Source: an optimization exercise on an open RTL-to-GDS flow (aim: small area). Production flows keep margins and buffers that such runs may drop. In this exercise RTL edits were held to simulation tests only and were not proved equivalent to the original. No driver is modelled on the clock port, so clock power and skew are understated where the tree is cut down; a real chip needs a root buffer or a tree. Power figures rest on the tool's default switching activity, not on a simulated workload.

==> module calculator, before the edit <==
module calculator (
    input         clk,       
    input         reset,     
    input         newkey,    
    input  [4:0]  keycode,   
    output [23:0] value,     
    output [7:0]  digit,     
    output [7:0]  segment    
);
    wire key_digit = newkey & keycode[4];
    wire key_eq    = newkey & (keycode == 5'h01);
    wire key_op    = newkey & ~keycode[4] & (keycode[3:0] != 4'h1);
    reg [23:0] X;        
    reg [23:0] Y;        
    reg [23:0] R;        
    reg        op_add;   
    reg        op_mul;   
    reg [2:0]  dcnt;     
    assign value = X;
    wire full = (dcnt == 3'd6);
    always @(posedge clk or posedge reset) begin
        if (reset)
            X <= 24'd0;
        else if (key_op)
            X <= 24'd0;
        else if (key_eq)
            X <= (op_add | op_mul) ? R : 24'd0;
        else if (key_digit & ~full)
            X <= {X[19:0], keycode[3:0]};
    end
    always @(posedge clk) begin
        if (reset | key_eq)
            dcnt <= 3'd0;
        else if (key_digit & ~full)
            dcnt <= dcnt + 3'd1;
    end
    always @(posedge clk or posedge reset) begin
        if (reset) begin
            op_add <= 1'b0;
            op_mul <= 1'b0;
        end else if (key_op) begin
            op_add <= (keycode[3:0] == 4'hA);
            op_mul <= (keycode[3:0] == 4'h2);
        end
    end
    localparam [4:0] STEP_LAST = 5'd26;     
    localparam [4:0] STEP_DONE = 5'd20;     
    reg  [4:0] step;
    reg        a_sh, inj, b_x;
    wire done = (step == STEP_DONE);
    wire yb = Y[23];
    wire y_ld  = key_op;
    wire y_rot = ~key_op & ~done;
    wire y_hd  = ~key_op & done;
    always @(posedge clk)
        Y <= ({24{y_ld}} & X) | ({24{y_rot}} & {Y[22:0], Y[23]}) | ({24{y_hd}} & Y);
    always @(posedge clk) begin
        if (newkey)
            step <= 5'd0;
        else if (~done)
            step <= {step[3:0], ~(step[4] ^ step[2])};
    end
    always @(posedge clk) begin
        a_sh <= ~done;
        inj  <= ~done & op_add & yb;
        b_x  <= ~done & (op_mul ? yb : (op_add & (step == STEP_LAST)));
    end
    wire [23:0] opa = {R[22:0], inj};
    wire [23:0] opb = {24{b_x}} & X;
    wire [23:0] sum;
    wire [24:0] cy;
    assign cy[0] = 1'b0;
    genvar gi;
    generate
        for (gi = 0; gi < 24; gi = gi + 1) begin : rca
            assign sum[gi]  = opa[gi] ^ opb[gi] ^ cy[gi];
            assign cy[gi+1] = (opa[gi] & opb[gi]) | (cy[gi] & (opa[gi] ^ opb[gi]));
        end
    endgenerate
    always @(posedge clk)
        if (a_sh)
            R <= sum;
    localparam [10:0] DIV_RESET = 11'd298;
    localparam [10:0] DIV_TICK  = 11'd438;
    reg [10:0] div;
    reg [2:0]  dsel;     
    wire tick = (div == DIV_TICK);
    always @(posedge clk or posedge reset) begin
        if (reset)
            div <= DIV_RESET;
        else
            div <= {div[9:0], ~(div[10] ^ div[1] ^ tick)};
    end
    always @(posedge clk or posedge reset) begin
        if (reset)
            dsel <= 3'b000;
        else if (tick)
            dsel <= {dsel[1:0], ~dsel[2]};
    end
    reg [3:0] nib;
    reg [7:0] dig;
    always @* begin
        case (dsel)
            3'b000: begin dig = 8'b11111110; nib = X[3:0];   end
            3'b001: begin dig = 8'b11111101; nib = X[7:4];   end
            3'b011: begin dig = 8'b11111011; nib = X[11:8];  end
            3'b111: begin dig = 8'b11110111; nib = X[15:12]; end
            3'b110: begin dig = 8'b11101111; nib = X[19:16]; end
            3'b100: begin dig = 8'b11011111; nib = X[23:20]; end
            default: begin dig = 8'b11111111; nib = 4'h0; end
        endcase
    end
    assign digit = dig;
    wire [6:0] pattern;
    hex2seg h2s (.number(nib), .pattern(pattern));
    assign segment = {pattern, 1'b1};
endmodule
clock: 10.0 ns
lec_check: 0
cap_margin: 20
core_margin: 2
core_utilization: 40
slew_margin: 20
standard.sh (not shown) runs the stock make flow with config.mk's settings and CLKGATE_MAP_FILE= SYNTH_SCRIPT=/design/flow/synth_recipe.tcl, a recipe that flattens the netlist after the stock synthesis.
==> flow/flow/run.sh <==
#!/bin/bash
# The standard layout with three changes:
#  - synthesis maps the logic with an area-oriented ABC script (flow/area.abc)
#    instead of ORFS's speed script; everything else in synthesis, including
#    the flip-flop mapping, is the standard synthesis unchanged;
#  - the port buffers are made from the smallest buffer cell;
#  - the clock tree is built by flow/clock_tree.tcl: six clkbuf_8, each
#    driving an equal share of the flip-flops, under one clkbuf_4 root.
set -euo pipefail
here=$PWD
# ORFS synth.tcl with only the ABC script replaced
sed "s#^source \$::env(SCRIPTS_DIR)/synth_preamble.tcl#&\nset abc_args [lreplace \$abc_args 1 1 $here/flow/area.abc]#" \
    "$FLOW_HOME/scripts/synth.tcl" > "$here/area_synth.tcl"
grep -q "area.abc" "$here/area_synth.tcl"
# The standard flow's synthesis wrapper, sourcing it
sed "s#^source \$::env(SCRIPTS_DIR)/synth.tcl#source $here/area_synth.tcl#" \
    "$here/synth_recipe.tcl" > "$here/area_synth_recipe.tcl"
grep -q "area_synth.tcl" "$here/area_synth_recipe.tcl"
sed "s#SYNTH_SCRIPT=[^ ]*#SYNTH_SCRIPT=$here/area_synth_recipe.tcl#" "$here/standard.sh" > "$here/area_standard.sh"
grep -q "area_synth_recipe.tcl" "$here/area_standard.sh"
export BUFFER_PORTS_ARGS="-buffer_cell sky130_fd_sc_hd__buf_1"
export PRE_CTS_TCL="$here/flow/clock_tree.tcl"
bash "$here/area_standard.sh" > "$here/flow.log" 2>&1
Other scripts of this flow, unchanged in this note and not shown: flow/flow/area.abc, flow/flow/clock_tree.tcl
Next try:
--- a/flow/design.v
+++ b/flow/design.v
@@ -35,14 +35,16 @@
             X <= 24'd0;
         else if (key_eq)
             X <= (op_add | op_mul) ? R : 24'd0;
         else if (key_digit & ~full)
             X <= {X[19:0], keycode[3:0]};
     end
-    always @(posedge clk) begin
-        if (reset | key_eq)
+    always @(posedge clk or posedge reset) begin
+        if (reset)
+            dcnt <= 3'd0;
+        else if (key_eq)
             dcnt <= 3'd0;
         else if (key_digit & ~full)
             dcnt <= dcnt + 3'd1;
     end
     always @(posedge clk or posedge reset) begin
         if (reset) begin
The changed run passed the timing, design-rule and antenna checks; power rose by 14%; cell area barely changes; synthesized area is about the same; combinational power rises by 86%; sequential share of layout area is higher by 0.25 points; cell count stays the same; worst setup slack gets worse by 9.2 ps; critical path depth went down by 2.
In every run of this note, the design's own scripts or RTL, not TritonCTS, make the clock network.

[afterwards: timing with drivers on the ports]
The results above use ideal ports. As a check the final layouts listed here were re-extracted and re-timed, cells and wires unchanged. Step 1 sets driving cells, clkbuf_16 on the clock port and buf_2 on the other inputs (assumed; they add their load-dependent delay and slew). Step 2 adds t to the input delays and takes it off the output delays; t is the mean of the earliest and latest rising clock arrival at the registers after step 1. Input paths then give back, and output paths get back, about the clock's delay inside the block. a / b / c = ideal / step 1 / step 2; a / b = the first two.
run	t, ns	slack for setup (ns)	worst hold slack (ns)	clock arrival spread, ns
the first run	0.452	0.358 / 0.358 / 0.358	0.382 / 0.382 / 0.382	0.013 / 0.013
the second run	0.452	0.349 / 0.349 / 0.349	0.381 / 0.381 / 0.381	0.016 / 0.016
After both steps every run listed still meets setup and hold.
